Background: an optimization exercise with open tools, aiming at small area and a short achievable clock period. Do not read the settings as production practice.
No functional check of the RTL was part of any run shown here.
Power is estimated from default activity; no workload was simulated.

==> flow/design.v, too long to show whole: its modules and the start of the top module <==
// module PID: 38 lines
// module SegwayMath: 1017 lines
// module fa_cell: 4 lines
// module balance_cntrl: 23 lines
module balance_cntrl
# (parameter fast_sim=1)
(
input clk, rst_n,
input vld, pwr_up, rider_off,
input logic signed [15:0] ptch,
input logic signed [15:0] ptch_rt,
input logic [11:0] steer_pot,
input logic en_steer,
output logic signed [11:0] lft_spd,
output logic signed [11:0] rght_spd,
output logic too_fast
);
  // ...
==> flow/flow/run.sh <==
#!/bin/bash
# Layout flow: the standard synthesis, then an inverter clean-up around the
# full-adder cells (polarity.py) and a re-map of the remaining gates
# (remap.tcl, ABC area script), then the standard layout steps with plain
# buf_1 port buffers and a setup-repair target of MARGIN ns.
set -euo pipefail
MARGIN=9
R=orfs/results/sky130hd/balance_cntrl/base
bash standard.sh  synth > 1_standard_synth.log 2>&1
cp $R/1_2_yosys.v std_1_2_yosys.v
python3 flow/polarity.py std_1_2_yosys.v pol.v > 2_polarity.log 2>&1
export REMAP_LIB=$FLOW_HOME/platforms/sky130hd/lib/sky130_fd_sc_hd__tt_025C_1v80.lib
export REMAP_DONT_USE="$(sed -n '/DONT_USE_CELLS += /,/^$/p' $FLOW_HOME/platforms/sky130hd/config.mk | grep -o 'sky130_fd_sc_hd__[a-z0-9_]*' | tr '\n' ' ')"
STA=$(dirname $(command -v openroad))/sta
best=""; bestm=""
for s in flow/abc_*.script; do
  k=$(basename $s .script)
  REMAP_IN=pol.v REMAP_OUT=remap_$k.v REMAP_ABC_SCRIPT=$s yosys -c flow/remap.tcl > 3_remap_$k.log 2>&1 || continue
  PICK_NET=remap_$k.v PICK_LIB=$REMAP_LIB PICK_SDC=constraint.sdc $STA -no_init -exit flow/pick.tcl > 3_pick_$k.log 2>&1 || continue
  line=$(grep '^PICK' 3_pick_$k.log) || continue
  m=$(echo "$line" | awk '{print $3 * (37.5 - $5 * 1e9)}')
  echo "$k $line metric $m" >> 3_pick_summary.log
  if [ -z "$bestm" ] || awk "BEGIN {exit !($m < $bestm)}"; then best=$k; bestm=$m; fi
done
echo "chosen $best" >> 3_pick_summary.log
cp remap_$best.v remap.v
cp remap.v $R/1_2_yosys.v
rm -f $R/1_synth.odb $R/1_synth.sdc
ARGS=( "BUFFER_PORTS_ARGS=-buffer_cell sky130_fd_sc_hd__buf_1")
LATE=0
if [ "$LATE" = "1" ]; then
  # floorplan (and its first sizing pass) without the setup-repair target
  bash standard.sh "${ARGS[@]}" floorplan > 4_standard_floorplan.log 2>&1
fi
if [ "$MARGIN" != "none" ]; then
  ARGS+=("SETUP_SLACK_MARGIN=$MARGIN")
fi
bash standard.sh "${ARGS[@]}" finish > 4_standard_finish.log 2>&1
==> flow/flow/abc_a.script <==
strash
dch
map -B 0.9
topo
stime -c
buffer -c
upsize -c
dnsize -c
==> flow/flow/abc_b.script <==
strash
dc2
dch -f
map -a
strash
dch -f
map -a
topo
buffer -c
upsize -c
dnsize -c
==> flow/flow/abc_c.script <==
strash
&get -n
&fraig -x
&put
scorr
dc2
dretime
strash
&get -n
&dch -f
&nf -a
&put
buffer -c
upsize -c
dnsize -c
==> flow/flow/abc_e.script <==
strash
dc2
dch -f
map -a
strash
dc2
dch -f
map -a
strash
dch -f
map -a
topo
buffer -c
upsize -c
dnsize -c
==> flow/flow/abc_f.script <==
strash
&get -n
&dch -f
&nf -a
&put
strash
dch -f
map -a
topo
buffer -c
upsize -c
dnsize -c
==> flow/flow/pick.tcl <==
# Report area and worst setup slack of a candidate netlist (no wires).
# env: PICK_NET, PICK_LIB, PICK_SDC
read_liberty $::env(PICK_LIB)
read_verilog $::env(PICK_NET)
link_design balance_cntrl
read_sdc $::env(PICK_SDC)
set area 0.0
foreach inst [get_cells *] {
  set area [expr {$area + [get_property [get_lib_cells -of_objects $inst] area]}]
}
puts "PICK area $area slack [sta::worst_slack_cmd max]"
==> flow/flow/polarity.py <==
#!/usr/bin/env python3
"""Inverter clean-up around full adders in a flat sky130 gate netlist.

A full adder is self-dual: FA(~a, ~b, ~c) = (~sum, ~cout).  Each fa cell may
therefore run in inverted polarity.  This pass picks a polarity per fa cell
that needs the fewest inverters, removes the design's free inverters and adds
back one inverter per net whose complement some pin still needs.
Usage: polarity.py in.v out.v"""
import re, sys, collections

src = open(sys.argv[1]).read()
INV = re.compile(r'sky130_fd_sc_hd__(inv|clkinv)_\d+$')
FA = re.compile(r'sky130_fd_sc_hd__fa_\d+$')
OUTP = {'X', 'Y', 'Q', 'Q_N', 'SUM', 'COUT', 'HI', 'LO'}

m = re.search(r'\bmodule\s+(\w+)\s*\((.*?)\);(.*)\bendmodule', src, re.S)
top, portlist, body = m.group(1), m.group(2), m.group(3)
stmts = [s.strip() for s in body.split(';')]
cells = []      # [typ, name, {pin: net}]
other = []      # non-cell statements, kept verbatim
cre = re.compile(r'^(sky130_fd_sc_hd__\w+)\s+(\S+)\s*\((.*)\)$', re.S)
for s in stmts:
    if not s:
        continue
    mm = cre.match(s)
    if mm:
        pins = {p: n.strip() for p, n in re.findall(r'\.(\w+)\(([^()]*)\)', mm.group(3))}
        cells.append([mm.group(1), mm.group(2), pins])
    else:
        other.append(s)

# nets used by non-cell statements (assigns, ports) stay fixed
fixed_nets = set()
for s in other:
    if s.startswith('assign'):
        for tok in re.findall(r'\\\S+|[A-Za-z_][\w$]*(?:\[\d+\])?', s[len('assign'):]):
            fixed_nets.add(tok)
ports = set()
for s in other:
    mm = re.match(r'^(input|output|inout)\s*(\[(\d+):(\d+)\])?\s*(.*)$', s, re.S)
    if mm:
        names = [x.strip() for x in mm.group(5).split(',')]
        for n in names:
            if mm.group(2):
                a, b = int(mm.group(3)), int(mm.group(4))
                for i in range(min(a, b), max(a, b) + 1):
                    ports.add('%s[%d]' % (n, i))
            ports.add(n)
fixed_nets |= ports

driver = {}
for c in cells:
    for p, n in c[2].items():
        if p in OUTP:
            driver[n] = c

def is_free_inv(c):
    return INV.match(c[0]) and c[2]['Y'] not in fixed_nets

def root(n):
    par = 0
    seen = 0
    while n in driver and is_free_inv(driver[n]) and seen < 100:
        n = driver[n][2]['A']
        par ^= 1
        seen += 1
    return n, par

fas = [c for c in cells if FA.match(c[0])]
fa_idx = {c[1]: i for i, c in enumerate(fas)}
out_of = {}    # net -> fa index (physical driver)
for i, c in enumerate(fas):
    out_of[c[2]['SUM']] = i
    out_of[c[2]['COUT']] = i

# consumers: (cell, pin, root, parity, fa_index or None)
cons = []
for c in cells:
    if is_free_inv(c):
        continue
    for p, n in c[2].items():
        if p in OUTP:
            continue
        r, k = root(n)
        cons.append((c, p, r, k, fa_idx.get(c[1]) if FA.match(c[0]) else None))

f = [0] * len(fas)
def need(ci):
    c, p, r, k, w = cons[ci]
    ph = f[out_of[r]] if r in out_of else 0
    return k ^ ph ^ (f[w] if w is not None else 0)

by_root = collections.defaultdict(list)
for i, cc in enumerate(cons):
    by_root[cc[2]].append(i)
touch = collections.defaultdict(set)
for i, cc in enumerate(cons):
    if cc[4] is not None:
        touch[cc[4]].add(cc[2])
for i, c in enumerate(fas):
    touch[i].add(c[2]['SUM'])
    touch[i].add(c[2]['COUT'])

def cost_root(r):
    return 1 if any(need(i) for i in by_root[r]) else 0

def total():
    return sum(cost_root(r) for r in by_root)

before = total()
improved = True
it = 0
while improved and it < 50:
    improved = False
    it += 1
    for i in range(len(fas)):
        rs = touch[i]
        c0 = sum(cost_root(r) for r in rs)
        f[i] ^= 1
        c1 = sum(cost_root(r) for r in rs)
        if c1 < c0:
            improved = True
        else:
            f[i] ^= 1
after = total()

# rebuild
new_cells = [c for c in cells if not is_free_inv(c)]
old_inv = len(cells) - len(new_cells)
inv_net = {}
extra = []
wires = []
k = 0
for i, cc in enumerate(cons):
    c, p, r, par, w = cc
    if need(i):
        if r not in inv_net:
            k += 1
            nn = 'polinv_%d' % k
            inv_net[r] = nn
            wires.append(nn)
            extra.append(['sky130_fd_sc_hd__inv_1', 'polinv_cell_%d' % k, {'A': r, 'Y': nn}])
        c[2][p] = inv_net[r]
    else:
        c[2][p] = r

def emit(c):
    pins = ',\n'.join('    .%s(%s)' % (p, n + (' ' if n.startswith('\\') else '')) for p, n in c[2].items())
    return '  %s %s (\n%s\n  );' % (c[0], c[1], pins)

out = ['module %s(%s);' % (top, portlist)]
for s in other:
    out.append('  ' + s + ' ;')
for w_ in wires:
    out.append('  wire %s;' % w_)
for c in new_cells + extra:
    out.append(emit(c))
out.append('endmodule')
head = src[:m.start()]
open(sys.argv[2], 'w').write(head + '\n'.join(out) + '\n')
sys.stderr.write('polarity: %d fa cells, %d flipped, inverters %d -> %d (cost %d -> %d)\n'
                 % (len(fas), sum(f), old_inv, len(extra), before, after))
==> flow/flow/remap.tcl <==
# Re-map the random logic around the kept adder cells and flip-flops.
# env: REMAP_IN, REMAP_OUT, REMAP_LIB, REMAP_ABC_SCRIPT, REMAP_DONT_USE
yosys -import
set L $::env(REMAP_LIB)
read_liberty -ignore_miss_func -ignore_buses $L
read_verilog -defer $::env(REMAP_IN)
hierarchy -top balance_cntrl
foreach c {fa_1 fa_2 fa_4 dfrtp_1 dfrtp_2 dfrtp_4 dfxtp_1 conb_1} {
  catch { blackbox sky130_fd_sc_hd__$c }
}
flatten
opt_clean -purge
techmap
opt -fast
set dont_use {}
foreach c $::env(REMAP_DONT_USE) { lappend dont_use -dont_use $c }
abc -script $::env(REMAP_ABC_SCRIPT) -liberty $L {*}$dont_use
opt_clean -purge

stat -liberty $L
write_verilog -noattr -noexpr -nohex -nodec -selected $::env(REMAP_OUT)
==> flow/standard.sh <==
#!/bin/bash
# synth_recipe.tcl (not shown) runs the flow's synth.tcl, then flattens the netlist and writes it again
# the make line also repeats each setting of config.mk as NAME=value (left out here)
make -C /OpenROAD-flow-scripts/flow DESIGN_CONFIG=/design/flow/config.mk WORK_HOME=/design/flow/orfs CLKGATE_MAP_FILE= SYNTH_SCRIPT=/design/flow/synth_recipe.tcl "${@:-finish}"
==> flow/config.mk <==
export PLATFORM = sky130hd
export DESIGN_NAME = balance_cntrl
export DESIGN_NICKNAME = balance_cntrl
export VERILOG_FILES = /design/flow/design.v
export SDC_FILE = /design/flow/constraint.sdc
export NUM_CORES = 4
export LEC_CHECK = 0
export ABC_AREA = 1
export CAP_MARGIN = 20
export CORE_MARGIN = 2
export CORE_UTILIZATION = 70
export SLEW_MARGIN = 20
==> flow/constraint.sdc <==
create_clock -name core_clock -period 35.0 [get_ports {clk}]
set_input_delay 7.0000 -clock core_clock [delete_from_list [all_inputs] [get_ports {clk}]]
set_output_delay 7.0000 -clock core_clock [all_outputs]
set_load 0.01 [all_outputs]
==> insert_results.sql, run 1 <==
INSERT INTO impl_metrics (metric_group, metric, value, unit) VALUES
('run_status', 'result_of_the_run', 'no timing/DRC/antenna violations', ''),
('drt', 'drt-initial-drc-count', '585', ''),
('clock_tree', 'clkLatencyLatePin', '0.30', 'ns'),
('grt', 'first_global_vias', '6648', ''),
('worst_setup_path', 'timing.critical_path.from_type', 'primary input', ''),
('logic_synthesis', 'syn_nets', '1284', ''),
('worst_setup_path', 'max_stage_delay', '0.64', 'ns'),
('logic_synthesis', 'avgSynthCellArea', '7.04', 'um^2'),
('floorplanning', 'floorplan.core_area', '10900', 'um^2'),
('sta', 'tightestPinTransition', '0.932', 'ns'),
('power', 'power.ir.vdd_worst', '104', 'uV'),
('layout', 'finalCoreUtilization', '77.5', '%'),
('logic_synthesis', 'post_synth_inst_count', '1119', ''),
('clock_tree', 'cts.clk_slew.worst_paths', '0.08', 'ns'),
('clock_tree', 'cts_tree', 'built', ''),
('layout', 'post_route_cells_drive_above_1_share', '7.04', '%'),
('layout', 'largest_cell_class_by_area', 'multi-input gates', ''),
('clock_tree', 'cts_repair_resize_count', '0', ''),
('drt', 'route.vias.total', '7434', ''),
('worst_setup_path', 'worst-endpoint-arrival', '18.04', 'ns'),
('grt', 'globalRoute.busiestLayer', 'met2', ''),
('worst_setup_path', 'cp_num_buf_inv', '10', ''),
('drt', 'detailroute.wirelength.met2', '8200', 'um'),
('worst_setup_path', 'crit_end', 'lft_spd[7]', ''),
('placement', 'globalplace.congestion', '0.923', ''),
('logic_synthesis', 'yosysWarningCount', '1', ''),
('floorplanning', 'tapCellCount', '140', ''),
('sta', 'rsz0062_at_grt', 'no', ''),
('worst_setup_path', 'standard_cell_with_the_maximum_stage_delay_on_the_critical_path', 'sky130_fd_sc_hd__fa_1', '');
==> inputs of run 2 (changes only) <==
--- a/flow/design.v
+++ b/flow/design.v
@@ -635,324 +635,378 @@
 wire n561, n562;
 fa_cell un561 (.a(n457), .b(n458), .c(n560), .s(n561), .co(n562));
 wire n563 = ~st[9];
 wire n564, n565;
 fa_cell un564 (.a(n459), .b(n461), .c(n563), .s(n564), .co(n565));
 wire n566 = ~n462;
 wire n567, n568;
 fa_cell un567 (.a(n566), .b(n305), .c(st[9]), .s(n567), .co(n568));
-wire n569 = n537 ^ n492;
-wire n570 = ~n537 & n492;
-wire n571 = n540 ^ n538;
-wire n572 = ~n540 & ~n538;
-wire n573 = n543 ^ n541;
-wire n574 = ~n543 & ~n541;
-wire n575 = n546 ^ n544;
-wire n576 = ~n546 & ~n544;
-wire n577 = n549 ^ n547;
-wire n578 = ~n549 & ~n547;
-wire n579 = n552 ^ n550;
-wire n580 = n552 & ~n550;
-wire n581 = n555 ^ n553;
-wire n582 = n555 & n553;
-wire n583 = n558 ^ n556;
-wire n584 = ~n558 & n556;
-wire n585 = n561 ^ n559;
-wire n586 = ~n561 & ~n559;
-wire n587 = n564 ^ n562;
-wire n588 = ~n564 & ~n562;
-wire n589 = n567 ^ n565;
-wire n590 = n567 & ~n565;
-wire n591 = st[9] ^ n568;
-wire n592 = ~st[9] & n568;
-wire n593 = st[9] ^ st[9];
-wire n594 = ~st[9] & st[9];
-wire n595 = n573 & n572;
-wire n596 = n574 | n595;
-wire n597 = n573 & n571;
-wire n598 = n577 & n576;
-wire n599 = n578 | n598;
-wire n600 = n577 & n575;
-wire n601 = n581 & n580;
-wire n602 = n582 | n601;
-wire n603 = n581 & ~n579;
-wire n604 = n585 & n584;
-wire n605 = n586 | n604;
-wire n606 = n585 & ~n583;
-wire n607 = ~n589 & n588;
-wire n608 = n590 | n607;
-wire n609 = ~n589 & n587;
-wire n610 = ~n593 & n592;
-wire n611 = n594 | n610;
-wire n612 = ~n593 & ~n591;
-wire n613 = n571 & n570;
-wire n614 = n572 | n613;
-wire n615 = n597 & n570;
-wire n616 = n596 | n615;
-wire n617 = ~n579 & n599;
-wire n618 = n580 | n617;
-wire n619 = ~n579 & n600;
-wire n620 = n603 & n599;
-wire n621 = n602 | n620;
-wire n622 = n603 & n600;
-wire n623 = n587 & n605;
-wire n624 = n588 | n623;
-wire n625 = n587 & n606;
-wire n626 = n609 & n605;
-wire n627 = n608 | n626;
-wire n628 = n609 & n606;
-wire n629 = n575 & n616;
-wire n630 = n576 | n629;
-wire n631 = n600 & n616;
-wire n632 = n599 | n631;
-wire n633 = n619 & n616;
-wire n634 = n618 | n633;
-wire n635 = n622 & n616;
-wire n636 = n621 | n635;
-wire n637 = ~n591 & n627;
-wire n638 = n592 | n637;
-wire n639 = ~n591 & n628;
-wire n640 = n612 & n627;
-wire n641 = n611 | n640;
-wire n642 = n612 & n628;
-wire n643 = ~n583 & n636;
-wire n644 = n584 | n643;
-wire n645 = n606 & n636;
-wire n646 = n605 | n645;
-wire n647 = n625 & n636;
-wire n648 = n624 | n647;
-wire n649 = n628 & n636;
-wire n650 = n627 | n649;
-wire n651 = n639 & n636;
-wire n652 = n638 | n651;
-wire n653 = n642 & n636;
-wire n654 = n641 | n653;
-wire n655 = n571 ^ n570;
-wire n656 = n573 ^ n614;
-wire n657 = n575 ^ n616;
-wire n658 = n577 ^ n630;
-wire n659 = n579 ^ n632;
-wire n660 = n581 ^ n634;
-wire n661 = n583 ^ n636;
-wire n662 = n585 ^ n644;
-wire n663 = n587 ^ n646;
-wire n664 = n589 ^ n648;
-wire n665 = n591 ^ n650;
-wire n666 = n593 ^ n652;
-wire n667 = lt[4] & lt[3];
-wire n668 = ~lt[5] & n667;
-wire n669 = lt[5] | n668;
-wire n670 = lt[6] & n669;
-wire n671 = ~lt[7] & n670;
-wire n672 = lt[7] | n671;
-wire n673 = lt[8] & n672;
-wire n674 = lt[9] & n673;
-wire n675 = lt[10] & n674;
-wire n676 = lt[11] & n675;
-wire n677 = lt[4] ^ lt[3];
-wire n678 = lt[5] ^ n667;
-wire n679 = lt[6] ^ n669;
-wire n680 = lt[7] ^ n670;
-wire n681 = lt[8] ^ n672;
-wire n682 = lt[9] ^ n673;
-wire n683 = lt[10] ^ n674;
-wire n684 = lt[11] ^ n675;
-wire n685 = ~lt[4] & lt[3];
-wire n686 = lt[4] | n685;
-wire n687 = lt[5] & n686;
-wire n688 = ~lt[6] & n687;
-wire n689 = lt[6] | n688;
-wire n690 = lt[7] & n689;
-wire n691 = ~lt[8] & n690;
-wire n692 = lt[8] | n691;
-wire n693 = ~lt[9] & n692;
-wire n694 = lt[9] | n693;
-wire n695 = ~lt[10] & n694;
-wire n696 = lt[10] | n695;
-wire n697 = ~lt[11] & n696;
-wire n698 = lt[11] | n697;
-wire n699 = lt[4] ^ lt[3];
-wire n700 = lt[5] ^ n686;
-wire n701 = lt[6] ^ n687;
-wire n702 = lt[7] ^ n689;
-wire n703 = lt[8] ^ n690;
-wire n704 = lt[9] ^ n692;
-wire n705 = lt[10] ^ n694;
-wire n706 = lt[11] ^ n696;
-wire n707 = (lt[6] | (lt[5] & (lt[4] | (lt[3] & (lt[2] | (lt[1] & lt[0]))))));
-wire n708 = (lt[7] & (lt[6] & (lt[5] | (lt[4] & (lt[3] | (lt[2] & lt[1]))))));
-wire n709 = (lt[6] & (lt[5] | (lt[4] & (lt[3] & (lt[2] | (lt[1] | lt[0]))))));
-wire n710, n711;
-fa_cell un710 (.a(n437), .b(n439), .c(st[0]), .s(n710), .co(n711));
-wire n712, n713;
-fa_cell un712 (.a(n440), .b(n441), .c(st[1]), .s(n712), .co(n713));
-wire n714, n715;
-fa_cell un714 (.a(n442), .b(n443), .c(st[2]), .s(n714), .co(n715));
-wire n716, n717;
-fa_cell un716 (.a(n444), .b(n446), .c(st[3]), .s(n716), .co(n717));
-wire n718, n719;
-fa_cell un718 (.a(n447), .b(n449), .c(st[4]), .s(n718), .co(n719));
-wire n720 = ~n452;
-wire n721, n722;
-fa_cell un721 (.a(n450), .b(n720), .c(st[5]), .s(n721), .co(n722));
-wire n723 = ~n453;
-wire n724, n725;
-fa_cell un724 (.a(n723), .b(n454), .c(st[6]), .s(n724), .co(n725));
-wire n726, n727;
-fa_cell un726 (.a(n455), .b(n456), .c(st[7]), .s(n726), .co(n727));
-wire n728, n729;
-fa_cell un728 (.a(n457), .b(n458), .c(st[8]), .s(n728), .co(n729));
-wire n730, n731;
-fa_cell un730 (.a(n459), .b(n461), .c(st[9]), .s(n730), .co(n731));
-wire n732 = ~n305;
-wire n733, n734;
-fa_cell un733 (.a(n462), .b(n732), .c(st[9]), .s(n733), .co(n734));
-wire n735 = n710 ^ n492;
-wire n736 = ~n710 & n492;
-wire n737 = n712 ^ n711;
-wire n738 = ~n712 & ~n711;
-wire n739 = n714 ^ n713;
-wire n740 = ~n714 & ~n713;
-wire n741 = n716 ^ n715;
-wire n742 = ~n716 & ~n715;
-wire n743 = n718 ^ n717;
-wire n744 = ~n718 & ~n717;
-wire n745 = n721 ^ n719;
-wire n746 = ~n721 & ~n719;
-wire n747 = n724 ^ n722;
-wire n748 = ~n724 & ~n722;
-wire n749 = n726 ^ n725;
-wire n750 = ~n726 & ~n725;
-wire n751 = n728 ^ n727;
-wire n752 = ~n728 & ~n727;
-wire n753 = n730 ^ n729;
-wire n754 = ~n730 & ~n729;
-wire n755 = n733 ^ n731;
-wire n756 = ~n733 & ~n731;
-wire n757 = st[9] ^ n734;
-wire n758 = st[9] & ~n734;
-wire n759 = st[9] ^ st[9];
-wire n760 = st[9] & ~st[9];
-wire n761 = n736 | ~n735;
-wire n762 = n739 & n738;
-wire n763 = n740 | n762;
-wire n764 = n739 & n737;
-wire n765 = n743 & n742;
-wire n766 = n744 | n765;
-wire n767 = n743 & n741;
-wire n768 = n747 & n746;
-wire n769 = n748 | n768;
-wire n770 = n747 & n745;
-wire n771 = n751 & n750;
-wire n772 = n752 | n771;
-wire n773 = n751 & n749;
-wire n774 = n755 & n754;
-wire n775 = n756 | n774;
-wire n776 = n755 & n753;
-wire n777 = ~n759 & n758;
-wire n778 = n760 | n777;
-wire n779 = ~n759 & ~n757;
-wire n780 = n737 & n761;
-wire n781 = n738 | n780;
-wire n782 = n764 & n761;
-wire n783 = n763 | n782;
-wire n784 = n745 & n766;
-wire n785 = n746 | n784;
-wire n786 = n745 & n767;
-wire n787 = n770 & n766;
-wire n788 = n769 | n787;
-wire n789 = n770 & n767;
-wire n790 = n753 & n772;
-wire n791 = n754 | n790;
-wire n792 = n753 & n773;
-wire n793 = n776 & n772;
-wire n794 = n775 | n793;
-wire n795 = n776 & n773;
-wire n796 = n741 & n783;
-wire n797 = n742 | n796;
-wire n798 = n767 & n783;
-wire n799 = n766 | n798;
-wire n800 = n786 & n783;
-wire n801 = n785 | n800;
-wire n802 = n789 & n783;
-wire n803 = n788 | n802;
-wire n804 = ~n757 & n794;
-wire n805 = n758 | n804;
-wire n806 = ~n757 & n795;
-wire n807 = n779 & n794;
-wire n808 = n778 | n807;
-wire n809 = n779 & n795;
-wire n810 = n749 & n803;
-wire n811 = n750 | n810;
-wire n812 = n773 & n803;
-wire n813 = n772 | n812;
-wire n814 = n792 & n803;
-wire n815 = n791 | n814;
-wire n816 = n795 & n803;
-wire n817 = n794 | n816;
-wire n818 = n806 & n803;
-wire n819 = n805 | n818;
-wire n820 = n809 & n803;
-wire n821 = n808 | n820;
-wire n822 = n737 ^ n761;
-wire n823 = n739 ^ n781;
-wire n824 = n741 ^ n783;
-wire n825 = n743 ^ n797;
-wire n826 = n745 ^ n799;
-wire n827 = n747 ^ n801;
-wire n828 = n749 ^ n803;
-wire n829 = n751 ^ n811;
-wire n830 = n753 ^ n813;
-wire n831 = n755 ^ n815;
-wire n832 = n757 ^ n817;
-wire n833 = n759 ^ n819;
-wire n834 = rt[4] & rt[3];
-wire n835 = ~rt[5] & n834;
-wire n836 = rt[5] | n835;
-wire n837 = rt[6] & n836;
-wire n838 = ~rt[7] & n837;
-wire n839 = rt[7] | n838;
-wire n840 = rt[8] & n839;
-wire n841 = rt[9] & n840;
-wire n842 = rt[10] & n841;
-wire n843 = rt[11] & n842;
-wire n844 = rt[4] ^ rt[3];
-wire n845 = rt[5] ^ n834;
-wire n846 = rt[6] ^ n836;
-wire n847 = rt[7] ^ n837;
-wire n848 = rt[8] ^ n839;
-wire n849 = rt[9] ^ n840;
-wire n850 = rt[10] ^ n841;
-wire n851 = rt[11] ^ n842;
-wire n852 = ~rt[4] & rt[3];
-wire n853 = rt[4] | n852;
-wire n854 = rt[5] & n853;
-wire n855 = ~rt[6] & n854;
-wire n856 = rt[6] | n855;
-wire n857 = rt[7] & n856;
-wire n858 = ~rt[8] & n857;
-wire n859 = rt[8] | n858;
-wire n860 = ~rt[9] & n859;
-wire n861 = rt[9] | n860;
-wire n862 = ~rt[10] & n861;
-wire n863 = rt[10] | n862;
-wire n864 = ~rt[11] & n863;
-wire n865 = rt[11] | n864;
-wire n866 = rt[4] ^ rt[3];
-wire n867 = rt[5] ^ n853;
-wire n868 = rt[6] ^ n854;
-wire n869 = rt[7] ^ n856;
-wire n870 = rt[8] ^ n857;
-wire n871 = rt[9] ^ n859;
-wire n872 = rt[10] ^ n861;
-wire n873 = rt[11] ^ n863;
-wire n874 = (rt[6] | (rt[5] & (rt[4] | (rt[3] & (rt[2] | (rt[1] & rt[0]))))));
-wire n875 = (rt[7] & (rt[6] & (rt[5] | (rt[4] & (rt[3] | (rt[2] & rt[1]))))));
-wire n876 = (rt[6] & (rt[5] | (rt[4] & (rt[3] & (rt[2] | (rt[1] | rt[0]))))));
+wire n569 = n540 ^ n538;
+wire n570 = ~n540 & ~n538;
+wire n571 = n543 ^ n541;
+wire n572 = ~n543 & ~n541;
+wire n573 = n546 ^ n544;
+wire n574 = ~n546 & ~n544;
+wire n575 = n549 ^ n547;
+wire n576 = ~n549 & ~n547;
+wire n577 = n552 ^ n550;
+wire n578 = n552 & ~n550;
+wire n579 = n555 ^ n553;
+wire n580 = n555 & n553;
+wire n581 = n558 ^ n556;
+wire n582 = ~n558 & n556;
+wire n583 = n561 ^ n559;
+wire n584 = ~n561 & ~n559;
+wire n585 = n564 ^ n562;
+wire n586 = ~n564 & ~n562;
+wire n587 = n567 ^ n565;
+wire n588 = n567 & ~n565;
+wire n589 = st[9] ^ n568;
+wire n590 = ~st[9] & n568;
+wire n591 = st[9] ^ st[9];
+wire n592 = ~st[9] & st[9];
+wire n593 = n569 & ~n537;
+wire n594 = n573 & n572;
+wire n595 = n574 | n594;
+wire n596 = n573 & n571;
+wire n597 = ~n577 & n576;
+wire n598 = n578 | n597;
+wire n599 = ~n577 & n575;
+wire n600 = ~n581 & n580;
+wire n601 = n582 | n600;
+wire n602 = ~n581 & n579;
+wire n603 = n585 & n584;
+wire n604 = n586 | n603;
+wire n605 = n585 & n583;
+wire n606 = ~n589 & n588;
+wire n607 = n590 | n606;
+wire n608 = ~n589 & ~n587;
+wire n609 = n571 & n570;
+wire n610 = n572 | n609;
+wire n611 = n571 & n593;
+wire n612 = n596 & n570;
+wire n613 = n595 | n612;
+wire n614 = n596 & n593;
+wire n615 = n579 & n598;
+wire n616 = n580 | n615;
+wire n617 = n579 & n599;
+wire n618 = n602 & n598;
+wire n619 = n601 | n618;
+wire n620 = n602 & n599;
+wire n621 = ~n587 & n604;
+wire n622 = n588 | n621;
+wire n623 = ~n587 & n605;
+wire n624 = n608 & n604;
+wire n625 = n607 | n624;
+wire n626 = n608 & n605;
+wire n627 = n575 & n613;
+wire n628 = n576 | n627;
+wire n629 = n575 & n614;
+wire n630 = n599 & n613;
+wire n631 = n598 | n630;
+wire n632 = n599 & n614;
+wire n633 = n617 & n613;
+wire n634 = n616 | n633;
+wire n635 = n617 & n614;
+wire n636 = n620 & n613;
+wire n637 = n619 | n636;
+wire n638 = n620 & n614;
+wire n639 = ~n591 & n625;
+wire n640 = n592 | n639;
+wire n641 = ~n591 & n626;
+wire n642 = n583 & n637;
+wire n643 = n584 | n642;
+wire n644 = n583 & n638;
+wire n645 = n605 & n637;
+wire n646 = n604 | n645;
+wire n647 = n605 & n638;
+wire n648 = n623 & n637;
+wire n649 = n622 | n648;
+wire n650 = n623 & n638;
+wire n651 = n626 & n637;
+wire n652 = n625 | n651;
+wire n653 = n626 & n638;
+wire n654 = n641 & n637;
+wire n655 = n640 | n654;
+wire n656 = n641 & n638;
+wire n657 = ~n537 & n492;
+wire n658 = n593 & n492;
+wire n659 = n570 | n658;
+wire n660 = n611 & n492;
+wire n661 = n610 | n660;
+wire n662 = n614 & n492;
+wire n663 = n613 | n662;
+wire n664 = n629 & n492;
+wire n665 = n628 | n664;
+wire n666 = n632 & n492;
+wire n667 = n631 | n666;
+wire n668 = n635 & n492;
+wire n669 = n634 | n668;
+wire n670 = n638 & n492;
+wire n671 = n637 | n670;
+wire n672 = n644 & n492;
+wire n673 = n643 | n672;
+wire n674 = n647 & n492;
+wire n675 = n646 | n674;
+wire n676 = n650 & n492;
+wire n677 = n649 | n676;
+wire n678 = n653 & n492;
+wire n679 = n652 | n678;
+wire n680 = n537 ^ n492;
+wire n681 = n569 ^ n657;
+wire n682 = n571 ^ n659;
+wire n683 = n573 ^ n661;
+wire n684 = n575 ^ n663;
+wire n685 = n577 ^ n665;
+wire n686 = n579 ^ n667;
+wire n687 = n581 ^ n669;
+wire n688 = n583 ^ n671;
+wire n689 = n585 ^ n673;
+wire n690 = n587 ^ n675;
+wire n691 = n589 ^ n677;
+wire n692 = n591 ^ n679;
+wire n693 = lt[4] & lt[3];
+wire n694 = ~lt[5] & n693;
+wire n695 = lt[5] | n694;
+wire n696 = lt[6] & n695;
+wire n697 = ~lt[7] & n696;
+wire n698 = lt[7] | n697;
+wire n699 = lt[8] & n698;
+wire n700 = lt[9] & n699;
+wire n701 = lt[10] & n700;
+wire n702 = lt[11] & n701;
+wire n703 = lt[4] ^ lt[3];
+wire n704 = lt[5] ^ n693;
+wire n705 = lt[6] ^ n695;
+wire n706 = lt[7] ^ n696;
+wire n707 = lt[8] ^ n698;
+wire n708 = lt[9] ^ n699;
+wire n709 = lt[10] ^ n700;
+wire n710 = lt[11] ^ n701;
+wire n711 = ~lt[4] & lt[3];
+wire n712 = lt[4] | n711;
+wire n713 = lt[5] & n712;
+wire n714 = ~lt[6] & n713;
+wire n715 = lt[6] | n714;
+wire n716 = lt[7] & n715;
+wire n717 = ~lt[8] & n716;
+wire n718 = lt[8] | n717;
+wire n719 = ~lt[9] & n718;
+wire n720 = lt[9] | n719;
+wire n721 = ~lt[10] & n720;
+wire n722 = lt[10] | n721;
+wire n723 = ~lt[11] & n722;
+wire n724 = lt[11] | n723;
+wire n725 = lt[4] ^ lt[3];
+wire n726 = lt[5] ^ n712;
+wire n727 = lt[6] ^ n713;
+wire n728 = lt[7] ^ n715;
+wire n729 = lt[8] ^ n716;
+wire n730 = lt[9] ^ n718;
+wire n731 = lt[10] ^ n720;
+wire n732 = lt[11] ^ n722;
+wire n733 = (lt[6] | (lt[5] & (lt[4] | (lt[3] & (lt[2] | (lt[1] & lt[0]))))));
+wire n734 = (lt[7] & (lt[6] & (lt[5] | (lt[4] & (lt[3] | (lt[2] & lt[1]))))));
+wire n735 = (lt[6] & (lt[5] | (lt[4] & (lt[3] & (lt[2] | (lt[1] | lt[0]))))));
+wire n736, n737;
+fa_cell un736 (.a(n437), .b(n439), .c(st[0]), .s(n736), .co(n737));
+wire n738, n739;
+fa_cell un738 (.a(n440), .b(n441), .c(st[1]), .s(n738), .co(n739));
+wire n740, n741;
+fa_cell un740 (.a(n442), .b(n443), .c(st[2]), .s(n740), .co(n741));
+wire n742, n743;
+fa_cell un742 (.a(n444), .b(n446), .c(st[3]), .s(n742), .co(n743));
+wire n744, n745;
+fa_cell un744 (.a(n447), .b(n449), .c(st[4]), .s(n744), .co(n745));
+wire n746 = ~n452;
+wire n747, n748;
+fa_cell un747 (.a(n450), .b(n746), .c(st[5]), .s(n747), .co(n748));
+wire n749 = ~n453;
+wire n750, n751;
+fa_cell un750 (.a(n749), .b(n454), .c(st[6]), .s(n750), .co(n751));
+wire n752, n753;
+fa_cell un752 (.a(n455), .b(n456), .c(st[7]), .s(n752), .co(n753));
+wire n754, n755;
+fa_cell un754 (.a(n457), .b(n458), .c(st[8]), .s(n754), .co(n755));
+wire n756, n757;
+fa_cell un756 (.a(n459), .b(n461), .c(st[9]), .s(n756), .co(n757));
+wire n758 = ~n305;
+wire n759, n760;
+fa_cell un759 (.a(n462), .b(n758), .c(st[9]), .s(n759), .co(n760));
+wire n761 = n738 ^ n737;
+wire n762 = ~n738 & ~n737;
+wire n763 = n740 ^ n739;
+wire n764 = ~n740 & ~n739;
+wire n765 = n742 ^ n741;
+wire n766 = ~n742 & ~n741;
+wire n767 = n744 ^ n743;
+wire n768 = ~n744 & ~n743;
+wire n769 = n747 ^ n745;
+wire n770 = ~n747 & ~n745;
+wire n771 = n750 ^ n748;
+wire n772 = ~n750 & ~n748;
+wire n773 = n752 ^ n751;
+wire n774 = ~n752 & ~n751;
+wire n775 = n754 ^ n753;
+wire n776 = ~n754 & ~n753;
+wire n777 = n756 ^ n755;
+wire n778 = ~n756 & ~n755;
+wire n779 = n759 ^ n757;
+wire n780 = ~n759 & ~n757;
+wire n781 = st[9] ^ n760;
+wire n782 = st[9] & ~n760;
+wire n783 = st[9] ^ st[9];
+wire n784 = st[9] & ~st[9];
+wire n785 = n761 & ~n736;
+wire n786 = n762 | n785;
+wire n787 = n761 & n736;
+wire n788 = n765 & n764;
+wire n789 = n766 | n788;
+wire n790 = n765 & n763;
+wire n791 = n769 & n768;
+wire n792 = n770 | n791;
+wire n793 = n769 & n767;
+wire n794 = n773 & n772;
+wire n795 = n774 | n794;
+wire n796 = n773 & n771;
+wire n797 = n777 & n776;
+wire n798 = n778 | n797;
+wire n799 = n777 & n775;
+wire n800 = ~n781 & n780;
+wire n801 = n782 | n800;
+wire n802 = ~n781 & n779;
+wire n803 = n763 & n786;
+wire n804 = n764 | n803;
+wire n805 = n763 & n787;
+wire n806 = n790 & n786;
+wire n807 = n789 | n806;
+wire n808 = n790 & n787;
+wire n809 = n771 & n792;
+wire n810 = n772 | n809;
+wire n811 = n771 & n793;
+wire n812 = n796 & n792;
+wire n813 = n795 | n812;
+wire n814 = n796 & n793;
+wire n815 = n779 & n798;
+wire n816 = n780 | n815;
+wire n817 = n779 & n799;
+wire n818 = n802 & n798;
+wire n819 = n801 | n818;
+wire n820 = n802 & n799;
+wire n821 = n767 & n807;
+wire n822 = n768 | n821;
+wire n823 = n767 & n808;
+wire n824 = n793 & n807;
+wire n825 = n792 | n824;
+wire n826 = n793 & n808;
+wire n827 = n811 & n807;
+wire n828 = n810 | n827;
+wire n829 = n811 & n808;
+wire n830 = n814 & n807;
+wire n831 = n813 | n830;
+wire n832 = n814 & n808;
+wire n833 = ~n783 & n819;
+wire n834 = n784 | n833;
+wire n835 = ~n783 & n820;
+wire n836 = n775 & n831;
+wire n837 = n776 | n836;
+wire n838 = n775 & n832;
+wire n839 = n799 & n831;
+wire n840 = n798 | n839;
+wire n841 = n799 & n832;
+wire n842 = n817 & n831;
+wire n843 = n816 | n842;
+wire n844 = n817 & n832;
+wire n845 = n820 & n831;
+wire n846 = n819 | n845;
+wire n847 = n820 & n832;
+wire n848 = n835 & n831;
+wire n849 = n834 | n848;
+wire n850 = n835 & n832;
+wire n851 = n736 & n492;
+wire n852 = ~n736 | n851;
+wire n853 = n787 & n492;
+wire n854 = n786 | n853;
+wire n855 = n805 & n492;
+wire n856 = n804 | n855;
+wire n857 = n808 & n492;
+wire n858 = n807 | n857;
+wire n859 = n823 & n492;
+wire n860 = n822 | n859;
+wire n861 = n826 & n492;
+wire n862 = n825 | n861;
+wire n863 = n829 & n492;
+wire n864 = n828 | n863;
+wire n865 = n832 & n492;
+wire n866 = n831 | n865;
+wire n867 = n838 & n492;
+wire n868 = n837 | n867;
+wire n869 = n841 & n492;
+wire n870 = n840 | n869;
+wire n871 = n844 & n492;
+wire n872 = n843 | n871;
+wire n873 = n847 & n492;
+wire n874 = n846 | n873;
+wire n875 = n736 ^ n492;
+wire n876 = n761 ^ n852;
+wire n877 = n763 ^ n854;
+wire n878 = n765 ^ n856;
+wire n879 = n767 ^ n858;
+wire n880 = n769 ^ n860;
+wire n881 = n771 ^ n862;
+wire n882 = n773 ^ n864;
+wire n883 = n775 ^ n866;
+wire n884 = n777 ^ n868;
+wire n885 = n779 ^ n870;
+wire n886 = n781 ^ n872;
+wire n887 = n783 ^ n874;
+wire n888 = rt[4] & rt[3];
+wire n889 = ~rt[5] & n888;
+wire n890 = rt[5] | n889;
+wire n891 = rt[6] & n890;
+wire n892 = ~rt[7] & n891;
+wire n893 = rt[7] | n892;
+wire n894 = rt[8] & n893;
+wire n895 = rt[9] & n894;
+wire n896 = rt[10] & n895;
+wire n897 = rt[11] & n896;
+wire n898 = rt[4] ^ rt[3];
+wire n899 = rt[5] ^ n888;
+wire n900 = rt[6] ^ n890;
+wire n901 = rt[7] ^ n891;
+wire n902 = rt[8] ^ n893;
+wire n903 = rt[9] ^ n894;
+wire n904 = rt[10] ^ n895;
+wire n905 = rt[11] ^ n896;
+wire n906 = ~rt[4] & rt[3];
+wire n907 = rt[4] | n906;
+wire n908 = rt[5] & n907;
+wire n909 = ~rt[6] & n908;
+wire n910 = rt[6] | n909;
+wire n911 = rt[7] & n910;
+wire n912 = ~rt[8] & n911;
+wire n913 = rt[8] | n912;
+wire n914 = ~rt[9] & n913;
+wire n915 = rt[9] | n914;
+wire n916 = ~rt[10] & n915;
+wire n917 = rt[10] | n916;
+wire n918 = ~rt[11] & n917;
+wire n919 = rt[11] | n918;
+wire n920 = rt[4] ^ rt[3];
+wire n921 = rt[5] ^ n907;
+wire n922 = rt[6] ^ n908;
+wire n923 = rt[7] ^ n910;
+wire n924 = rt[8] ^ n911;
+wire n925 = rt[9] ^ n913;
+wire n926 = rt[10] ^ n915;
+wire n927 = rt[11] ^ n917;
+wire n928 = (rt[6] | (rt[5] & (rt[4] | (rt[3] & (rt[2] | (rt[1] & rt[0]))))));
+wire n929 = (rt[7] & (rt[6] & (rt[5] | (rt[4] & (rt[3] | (rt[2] & rt[1]))))));
+wire n930 = (rt[6] & (rt[5] | (rt[4] & (rt[3] & (rt[2] | (rt[1] | rt[0]))))));
 assign isum[0] = n1;
 assign isum[1] = n3;
 assign isum[2] = n5;
 assign isum[3] = n7;
 assign isum[4] = n9;
 assign isum[5] = n11;
 assign isum[6] = n13;
 assign isum[7] = n15;
@@ -986,70 +1040,70 @@
 assign st3[2] = n520;
 assign st3[3] = n522;
 assign st3[4] = n524;
 assign st3[5] = n526;
 assign st3[6] = n528;
 assign st3[7] = n530;
 assign st3[8] = ~n532;
 assign st3[9] = ~n534;
-assign lt[0] = ~n569;
-assign lt[1] = n655;
-assign lt[2] = n656;
-assign lt[3] = n657;
-assign lt[4] = n658;
-assign lt[5] = ~n659;
-assign lt[6] = n660;
-assign lt[7] = ~n661;
-assign lt[8] = n662;
-assign lt[9] = n663;
-assign lt[10] = ~n664;
-assign lt[11] = ~n665;
-assign lt[12] = ~n666;
+assign lt[0] = ~n680;
+assign lt[1] = n681;
+assign lt[2] = n682;
+assign lt[3] = n683;
+assign lt[4] = n684;
+assign lt[5] = ~n685;
+assign lt[6] = n686;
+assign lt[7] = ~n687;
+assign lt[8] = n688;
+assign lt[9] = n689;
+assign lt[10] = ~n690;
+assign lt[11] = ~n691;
+assign lt[12] = ~n692;
 assign la[0] = lt[12] ? ~lt[3] : ~lt[3];
-assign la[1] = lt[12] ? ~n699 : n677;
-assign la[2] = lt[12] ? n700 : ~n678;
-assign la[3] = lt[12] ? ~n701 : n679;
-assign la[4] = lt[12] ? n702 : ~n680;
-assign la[5] = lt[12] ? ~n703 : n681;
-assign la[6] = lt[12] ? ~n704 : n682;
-assign la[7] = lt[12] ? ~n705 : n683;
-assign la[8] = lt[12] ? ~n706 : n684;
-assign l_hi = n684;
-assign l_pos = (lt[11] | (lt[10] | (lt[9] | (lt[8] | (lt[7] | n707)))));
-assign l_sm = (lt[11] & (lt[10] & (lt[9] & (lt[8] & n708))));
-assign l_lo = ~n706;
-assign l_fast = (lt[11] | (lt[10] & (lt[9] | (lt[8] & (lt[7] | n709)))));
-assign rt[0] = n735;
-assign rt[1] = n822;
-assign rt[2] = n823;
-assign rt[3] = n824;
-assign rt[4] = n825;
-assign rt[5] = n826;
-assign rt[6] = n827;
-assign rt[7] = n828;
-assign rt[8] = n829;
-assign rt[9] = n830;
-assign rt[10] = n831;
-assign rt[11] = ~n832;
-assign rt[12] = ~n833;
+assign la[1] = lt[12] ? ~n725 : n703;
+assign la[2] = lt[12] ? n726 : ~n704;
+assign la[3] = lt[12] ? ~n727 : n705;
+assign la[4] = lt[12] ? n728 : ~n706;
+assign la[5] = lt[12] ? ~n729 : n707;
+assign la[6] = lt[12] ? ~n730 : n708;
+assign la[7] = lt[12] ? ~n731 : n709;
+assign la[8] = lt[12] ? ~n732 : n710;
+assign l_hi = n710;
+assign l_pos = (lt[11] | (lt[10] | (lt[9] | (lt[8] | (lt[7] | n733)))));
+assign l_sm = (lt[11] & (lt[10] & (lt[9] & (lt[8] & n734))));
+assign l_lo = ~n732;
+assign l_fast = (lt[11] | (lt[10] & (lt[9] | (lt[8] & (lt[7] | n735)))));
+assign rt[0] = n875;
+assign rt[1] = n876;
+assign rt[2] = n877;
+assign rt[3] = n878;
+assign rt[4] = n879;
+assign rt[5] = n880;
+assign rt[6] = n881;
+assign rt[7] = n882;
+assign rt[8] = n883;
+assign rt[9] = n884;
+assign rt[10] = n885;
+assign rt[11] = ~n886;
+assign rt[12] = ~n887;
 assign ra[0] = rt[12] ? ~rt[3] : ~rt[3];
-assign ra[1] = rt[12] ? ~n866 : n844;
-assign ra[2] = rt[12] ? n867 : ~n845;
-assign ra[3] = rt[12] ? ~n868 : n846;
-assign ra[4] = rt[12] ? n869 : ~n847;
-assign ra[5] = rt[12] ? ~n870 : n848;
-assign ra[6] = rt[12] ? ~n871 : n849;
-assign ra[7] = rt[12] ? ~n872 : n850;
-assign ra[8] = rt[12] ? ~n873 : n851;
-assign r_hi = n851;
-assign r_pos = (rt[11] | (rt[10] | (rt[9] | (rt[8] | (rt[7] | n874)))));
-assign r_sm = (rt[11] & (rt[10] & (rt[9] & (rt[8] & n875))));
-assign r_lo = ~n873;
-assign r_fast = (rt[11] | (rt[10] & (rt[9] | (rt[8] & (rt[7] | n876)))));
+assign ra[1] = rt[12] ? ~n920 : n898;
+assign ra[2] = rt[12] ? n921 : ~n899;
+assign ra[3] = rt[12] ? ~n922 : n900;
+assign ra[4] = rt[12] ? n923 : ~n901;
+assign ra[5] = rt[12] ? ~n924 : n902;
+assign ra[6] = rt[12] ? ~n925 : n903;
+assign ra[7] = rt[12] ? ~n926 : n904;
+assign ra[8] = rt[12] ? ~n927 : n905;
+assign r_hi = n905;
+assign r_pos = (rt[11] | (rt[10] | (rt[9] | (rt[8] | (rt[7] | n928)))));
+assign r_sm = (rt[11] & (rt[10] & (rt[9] & (rt[8] & n929))));
+assign r_lo = ~n927;
+assign r_fast = (rt[11] | (rt[10] & (rt[9] | (rt[8] & (rt[7] | n930)))));
 wire [11:0] l_y = !lt[12] ? (l_hi ? 12'h7FF : l_pos ? {la, lt[2:0]} : {lt[9:0], 2'b00})
                           : (l_sm ? {lt[9:0], 2'b00} : l_lo ? {la, lt[2:0]} : 12'h800);
 wire [11:0] r_y = !rt[12] ? (r_hi ? 12'h7FF : r_pos ? {ra, rt[2:0]} : {rt[9:0], 2'b00})
                           : (r_sm ? {rt[9:0], 2'b00} : r_lo ? {ra, rt[2:0]} : 12'h800);
 assign lft_spd = pwr_up ? l_y : 12'h000;
 assign rght_spd = pwr_up ? r_y : 12'h000;
 assign too_fast = pwr_up && ((!lt[12] && l_fast) || (!rt[12] && r_fast));
 endmodule
--- a/flow/flow/run.sh
+++ b/flow/flow/run.sh
@@ -1,15 +1,15 @@
 #!/bin/bash
 # Layout flow: the standard synthesis, then an inverter clean-up around the
 # full-adder cells (polarity.py) and a re-map of the remaining gates
 # (remap.tcl, ABC area script), then the standard layout steps with plain
 # buf_1 port buffers and a setup-repair target of MARGIN ns.
 set -euo pipefail
-MARGIN=9
+MARGIN=9.5
 R=orfs/results/sky130hd/balance_cntrl/base
 bash standard.sh  synth > 1_standard_synth.log 2>&1
 cp $R/1_2_yosys.v std_1_2_yosys.v
 python3 flow/polarity.py std_1_2_yosys.v pol.v > 2_polarity.log 2>&1
 export REMAP_LIB=$FLOW_HOME/platforms/sky130hd/lib/sky130_fd_sc_hd__tt_025C_1v80.lib
 export REMAP_DONT_USE="$(sed -n '/DONT_USE_CELLS += /,/^$/p' $FLOW_HOME/platforms/sky130hd/config.mk | grep -o 'sky130_fd_sc_hd__[a-z0-9_]*' | tr '\n' ' ')"
 STA=$(dirname $(command -v openroad))/sta
 best=""; bestm=""
==> run 2 against run 1 <==
  * Largest power group unchanged
  * Utilization is 1.9 points higher
  * Global-route usage is 1.2 points higher
  * Sequential power is 2% higher
  * Synthesized area is 0.70% higher
  * Fmax is 1.4% higher
==> insert_results.sql, run 2 <==
INSERT INTO impl_metrics (metric_group, metric, value, unit) VALUES
('run_status', 'result_of_the_run', 'no timing/DRC/antenna violations', ''),
('power', 'power.ir.vdd_worst', '141', 'uV'),
('sta', 'timing_hold_violations_final', '0', ''),
('clock_tree', 'cts.clk_slew.worst_paths', '0.06', 'ns'),
('power', 'power.leakage', '0.00411', 'uW'),
('floorplanning', 'initial_utilization', '72.5', '%'),
('layout', 'area_growth_syn_to_layout', '9.45', '%'),
('grt', 'first_global_vias', '7310', ''),
('layout', 'layout_commonest_cell', 'sky130_fd_sc_hd__inv_1', ''),
('sta', 'hold_slack', '0.508', 'ns'),
('layout', 'regMostFlops', 'PID_balance.integrator', ''),
('power', 'p_per_area', '72.2', 'nW/um^2'),
('drt', 'post_route_drc', '0', ''),
('logic_synthesis', 'yosysWarningCount', '1', ''),
('power', 'pwr-share-comb', '84.3', '%'),
('worst_setup_path', 'reg2regPathDepth', '32', ''),
('drt', 'detail_route.wl_per_cell', '14.0', 'um'),
('worst_setup_path', 'cp_max_fo', '9', ''),
('power', 'net-switching-power', '393', 'uW'),
('layout', 'largest_reg_flops', '18', ''),
('grt', 'number_of_antenna_violations_at_the_first_check_in_global_routing', '0', ''),
('job', 'timing.max_cap.violations', '0', ''),
('power', 'power.internal', '234', 'uW'),
('grt', 'grt_overflow', '0', ''),
('drt', 'drt.antenna.violating_nets', '0', ''),
('sta', 'max_freq', '0.0405', 'GHz'),
('worst_setup_path', 'worstPathRequired', '28.00', 'ns'),
('power', 'clock_network_power_share', '7.4', '%'),
('grt', 'grtUsageTotal', '32.1', '%'),
('worst_setup_path', 'worst_path_most_repeated_cell', 'sky130_fd_sc_hd__nand2_1', ''),
('clock_tree', 'cts_root_buffer', 'sky130_fd_sc_hd__clkbuf_16', ''),
('grt', 'grt_first_pass_wirelength', '32500', 'um'),
('floorplanning', 'io_pins', '75', ''),
('placement', 'preCtsSetupSlack', '9.50', 'ns'),
('clock_tree', 'clkLatencyLatePin', '0.29', 'ns'),
('layout', 'num_antenna_cells', '0', ''),
('worst_setup_path', 'timing.critical_path.from_type', 'primary input', ''),
('sta', 'final_max_slew_viol_count', '0', ''),
('clock_tree', 'cts_tree', 'built', ''),
('placement', 'detailed_place_hpwl', '15300', 'um'),
('layout', 'post_route_cells_drive_above_1_share', '8.43', '%'),
('logic_synthesis', 'avgSynthCellArea', '6.85', 'um^2'),
('sta', 'finalClockSkew', '0.00430', 'ns'),
('floorplanning', 'chipHeight', '110', 'um'),
('floorplanning', 'floorplan.rows', '38', ''),
('floorplanning', 'die_w', '110', 'um'),
('sta', 'rsz0062_at_grt', 'no', ''),
('placement', 'globalplace.congestion', '0.966', ''),
('drt', 'drt_pre_antenna_iters', '6', ''),
('worst_setup_path', 'standard_cell_with_the_maximum_stage_delay_on_the_critical_path', 'sky130_fd_sc_hd__fa_2', ''),
('worst_setup_path', 'worst-endpoint-arrival', '17.70', 'ns'),
('clock_tree', 'cts_made_buffers', '5', ''),
('worst_setup_path', 'cp-end-kind', 'output port', ''),
('drt', 'route.vias.total', '7710', ''),
('layout', 'top_regs', 'PID_balance.integrator x18, PID_balance.pre x11, PID_balance.ss_tmr x8', ''),
('clock_tree', 'tritoncts_num_sinks', '37', ''),
('drt', 'drt-initial-drc-count', '767', ''),
('drt', 'totalWireLength', '19200', 'um'),
('sta', 'final_min_period', '24.70', 'ns'),
('layout', 'nets', '1393', ''),
('sta', 'setup_tns', '0', 'ns'),
('power', 'switching_share', '62.7', '%'),
('layout', 'mostFrequentLayoutCells', 'sky130_fd_sc_hd__inv_1 (215), sky130_fd_sc_hd__nand2_1 (212), sky130_fd_sc_hd__nor2_1 (211), sky130_fd_sc_hd__fa_1 (109), sky130_fd_sc_hd__buf_1 (67)', ''),
('worst_setup_path', 'max_stage_delay', '0.65', 'ns'),
('layout', 'fillers', '814', ''),
('logic_synthesis', 'post_synth_inst_count', '1158', ''),
('worst_hold_path', 'hold-path-cell-count', '2', ''),
('clock_tree', 'number_of_levels_the_h_tree_was_split_into', '2', ''),
('worst_setup_path', 'setup.worst_path.class', 'primary input to output port', ''),
('clock_tree', 'clk_path_buf_depth', '2', ''),
('power', 'sequentialPowerShare', '8.3', '%'),
('placement', 'io_buffer_count', '68', ''),
('floorplanning', 'floorplan_die_area', '12200', 'um^2'),
('worst_hold_path', 'hp-class', 'flip-flop to flip-flop', ''),
('sta', 'setup_viol', '0', ''),
('sta', 'relSlewSlack', '32.6', '%'),
('logic_synthesis', 'syn_nets', '1319', ''),
('logic_synthesis', 'synth_area', '7930', 'um^2'),
('floorplanning', 'floorplan.core_area', '10900', 'um^2'),
('sta', 'finalWorstSetupSlack', '10.30', 'ns'),
('grt', 'grt_max_degree', '38', ''),
('sta', 'tightestPinTransition', '1.01', 'ns'),
('drt', 'via_per_inst', '5.62', ''),
('sta', 'post-route-period-util', '70.6', '%');
==> run 2: worst paths after layout <==
path	startpoint	end	slack, ns
worst max-delay path	ptch[11]	lft_spd[5]	10.30
worst min-delay path	PID_balance.pre[7]$_DFF_PN0_	PID_balance.pre[8]$_DFF_PN0_	0.51
worst max register to register	PID_balance.integrator[0]$_DFFE_PN0P_	PID_balance.integrator[7]$_DFFE_PN0P_	27.37
worst min register to register	PID_balance.pre[7]$_DFF_PN0_	PID_balance.pre[8]$_DFF_PN0_	0.51
max in group asynchronous	rst_n	PID_balance.pre[10]$_DFF_PN0_	27.87
min in group asynchronous	rst_n	PID_balance.integrator[16]$_DFFE_PN0P_	6.65
==> run 2: metal layers <==
layer  track usage [%]  part of all wire, %  vias up  wire length [um]
met1              45.9                   43     3615              8300
met5                 0                    0        -                 0
met2              51.5                   47      327              8970
met3              5.38                  7.9       44              1530
met4              8.08                  2.1        0               410
li1                  -                    -     3724                 -
==> run 2: critical path, delay by kind of cell <==
| kind | cells | cell delay [ns] |
|---|---|---|
| xor+xnor | 3 | 0.55 |
| buf+inv | 14 | 1.19 |
| compound gates | 15 | 2.25 |
| simple gates | 33 | 3.78 |
| fa+ha+maj | 6 | 2.95 |
==> run 2: final cells by class <==
type | count | area, um^2 | share of cell area, %
Clock buffer | 5 | 125 | 1.44
Clock inverter | 3 | 21.3 | 0.245
Inverter | 235 | 896 | 10.3
Multi-Input combinational cell | 877 | 6190 | 71.3
Sequential cell | 37 | 926 | 10.7
Tap cell | 140 | 175 | 2.02
Timing Repair Buffer | 76 | 344 | 3.96
==> run 2: through the flow <==
step | total power [uW] | utilization (%) | instance area [um^2] | std cells
after floorplan | 422 | - | 7930 | 1158
after global placement | 516 | 76.3 | 8340 | 1359
after detailed placement | 526 | 76.3 | 8340 | 1359
after CTS | 577 | 77.6 | 8490 | 1367
after global routing | 682 | 79.4 | 8680 | 1373
final | 626 | 79.4 | 8680 | 1373
==> run 2: power by group through the flow <==
| stage | sequential (uW) | combinational, uW | clock (uW) |
|---|---|---|---|
| after floorplan | 51.5 | 370 | 0 |
| after global placement | 52.4 | 463 | 0 |
| after detailed placement | 52.6 | 474 | 0 |
| after CTS | 51.8 | 479 | 46.5 |
| after global routing | 52.4 | 581 | 48.5 |
| final | 52.0 | 528 | 46.4 |
==> run 2: what timing repair did <==
item | CTS | global route
pin swaps | 0 | 2
cloned | 0 | 0
resized for setup | 1 | 39
setup endpoints to repair | 9 | 25
setup buffers | 0 | 5
hold buffers | 0 | 0

## static timing again, ports no longer ideal
Ports are ideal in the flow. The routed layouts listed here were re-timed in OpenROAD. Step 1 assumes that a clkbuf_16 drives the clock port and a buf_2 every other input. Step 2 adds t to the input delays and takes it off the output delays; t is the mean of the earliest and latest rising clock arrival at the registers after step 1. Input paths then give back, and output paths get back, about the clock's delay inside the block. a / b / c = no drivers / after step 1 / after step 2; a / b = the first two.
run	shift t [ns]	setup slack, ns	worst setup path at the end	clock arrival spread, ns	cell pins on the clock port's net
run 1	0.322	9.958 / 9.927 / 9.927	input to output	0.009 / 0.009	1
run 2	0.325	10.298 / 10.277 / 10.277	input to output	0.005 / 0.004	1
After both steps setup and hold are still met in every run listed. For run 1, which loses most, drivers alone change the setup slack by -0.031 ns; drivers and shift together by -0.031 ns.
